What follows belongs to an exercise in optimizing a design on an open flow for small area and a short achievable clock period; a production flow would make more cautious choices.
The RTL was checked by simulation tests, not by an equivalence proof against the original design.
Power figures rest on the tool's default switching activity, not on a simulated workload.

v45:
Design FP_Adder, start of the top module:
module FP_Adder
	#(
		parameter FP_SIZE = 32,
		parameter FRAC_SIZE = 23,
		parameter EXP_SIZE = 8
	)
	(
		input clk,
		input rst,
		input enable,
		input[FP_SIZE-1:0]  N1,
		input[FP_SIZE-1:0]  N2,
		input wire valid,
		output reg[FP_SIZE-1:0] result
	);
export LEC_CHECK = 0
export CAP_MARGIN = 20
export CORE_MARGIN = 2
export CORE_UTILIZATION = 65
export CTS_BUF_LIST = sky130_fd_sc_hd__clkbuf_8
export SLEW_MARGIN = 20
create_clock -name core_clock -period 16.0 [get_ports {clk}]
standard.sh (not shown) runs the stock make flow with config.mk's settings and CLKGATE_MAP_FILE= SYNTH_SCRIPT=/design/flow/synth_recipe.tcl, a recipe that flattens the netlist after the stock synthesis.
==> flow/flow/run.sh <==
#!/bin/bash
# Own layout flow: the standard synthesis (standard.sh synth, unchanged),
# then ORFS's standard layout steps with
#  - timing repair aimed below the 16 ns clock (setup margin in margin.txt),
#  - resizing free to change cell footprints (drive strengths),
#  - plain buf_1 buffers (not delay cells) on all the ports.
# Each step's full output goes to a log file in this folder.
set -uo pipefail
MARGIN=$(cat flow/margin.txt 2>/dev/null || echo 11.9)
bash standard.sh synth > synth.log 2>&1 || { tail -50 synth.log; exit 1; }
bash standard.sh SETUP_SLACK_MARGIN=$MARGIN MATCH_CELL_FOOTPRINT=0 \
  "BUFFER_PORTS_ARGS=-buffer_cell sky130_fd_sc_hd__buf_1" finish > layout.log 2>&1 \
  || { tail -50 layout.log; exit 1; }
tail -5 layout.log
==> flow/flow/margin.txt <==
11.9
diff inputs: v45 => v24
==> flow/flow/run.sh <==
#!/bin/bash
# Own layout flow: the standard synthesis, then ORFS's standard layout steps
# with timing repair aimed below the 16 ns clock (setup margin) and plain
# buffers on the ports.  Each step's full output goes to a log here.
set -uo pipefail
MARGIN=$(cat flow/margin.txt 2>/dev/null || echo 11.8)
bash standard.sh synth > synth.log 2>&1 || { tail -50 synth.log; exit 1; }
export SETUP_SLACK_MARGIN=$MARGIN
export BUFFER_PORTS_ARGS="-buffer_cell sky130_fd_sc_hd__buf_2"
bash standard.sh finish > layout.log 2>&1 || { tail -50 layout.log; exit 1; }
tail -5 layout.log
==> flow/flow/margin.txt <==
12.0
diff --git a/flow/config.mk b/flow/config.mk
--- a/flow/config.mk
+++ b/flow/config.mk
@@ -9,4 +9,3 @@
 export CORE_MARGIN = 2
-export CORE_UTILIZATION = 65
-export CTS_BUF_LIST = sky130_fd_sc_hd__clkbuf_8
+export CORE_UTILIZATION = 40
 export SLEW_MARGIN = 20
## What came out
- Summary: HPWL after detailed placement, v24 worse than v45
- Worst setup slack: v24 higher than v45
- Relative to v45, the largest voltage drop on the vdd net measured on v24 has decreased by more than 10%.
- Relative to v45, total global routing track utilization decreased by 11 points in v24.
- Going from v45 to v24, clock-buffer cell count went up; maximum frequency did not really move; final instance area went up; post-route worst hold slack did not really move.
The inputs of v32 differ from those of v24 as listed below.
==> flow/flow/run.sh <==
#!/bin/bash
# Own layout flow: the standard synthesis (standard.sh synth, unchanged),
# then ORFS's standard layout steps with
#  - timing repair aimed below the 16 ns clock (setup margin in margin.txt),
#  - resizing free to change cell footprints (drive strengths),
#  - plain buf_1 buffers (not delay cells) on all the ports.
# Each step's full output goes to a log file in this folder.
set -uo pipefail
MARGIN=$(cat flow/margin.txt 2>/dev/null || echo 11.9)
bash standard.sh synth > synth.log 2>&1 || { tail -50 synth.log; exit 1; }
bash standard.sh SETUP_SLACK_MARGIN=$MARGIN MATCH_CELL_FOOTPRINT=0 \
  "BUFFER_PORTS_ARGS=-buffer_cell sky130_fd_sc_hd__buf_1" finish > layout.log 2>&1 \
  || { tail -50 layout.log; exit 1; }
tail -5 layout.log
==> flow/flow/margin.txt <==
11.8
diff --git a/flow/config.mk b/flow/config.mk
--- a/flow/config.mk
+++ b/flow/config.mk
@@ -9,3 +9,4 @@
 export CORE_MARGIN = 2
-export CORE_UTILIZATION = 40
+export CORE_UTILIZATION = 65
+export CTS_BUF_LIST = sky130_fd_sc_hd__clkbuf_8
 export SLEW_MARGIN = 20
## What came out
- Diff v24 -> v32 | post-placement cell area | decrease of about 2.8%
- In v32, utilization is higher than in v24.
- Taking v24 as the reference, in v32 combinational share of power now larger; routed wire length decreased about 0.34%.

==> port drivers added, routing unchanged <==
The flow's constraints put no driver on any port. The routed layouts listed below were extracted and timed again, unchanged, in two steps.
Step 1 assumes that a clkbuf_16 drives the clock port and a buf_2 every other input.
Step 2 moves the port delays by t, midway between the first and last clock arrival at a register: inputs arrive t later, outputs are due t later. That takes back most of the time a late clock gives input paths.
a / b / c = no drivers / after step 1 / after step 2; a / b = the first two.
run | t (ns) | setup WS [ns] | hold slack, ns | clock arrival spread, ns | worst register clock-pin slew, ns
v45 | 0.506 | 11.773 / 11.733 / 12.050 | 0.474 / 0.474 / 0.474 | 0.021 / 0.021 | 0.11 / 0.11
v24 | 0.493 | 11.778 / 11.730 / 12.004 | 0.473 / 0.473 / 0.473 | 0.016 / 0.016 | 0.08 / 0.08
v32 | 0.502 | 11.782 / 11.740 / 11.940 | 0.490 / 0.490 / 0.490 | 0.017 / 0.018 | 0.11 / 0.11
After both steps every run listed still meets setup and hold.
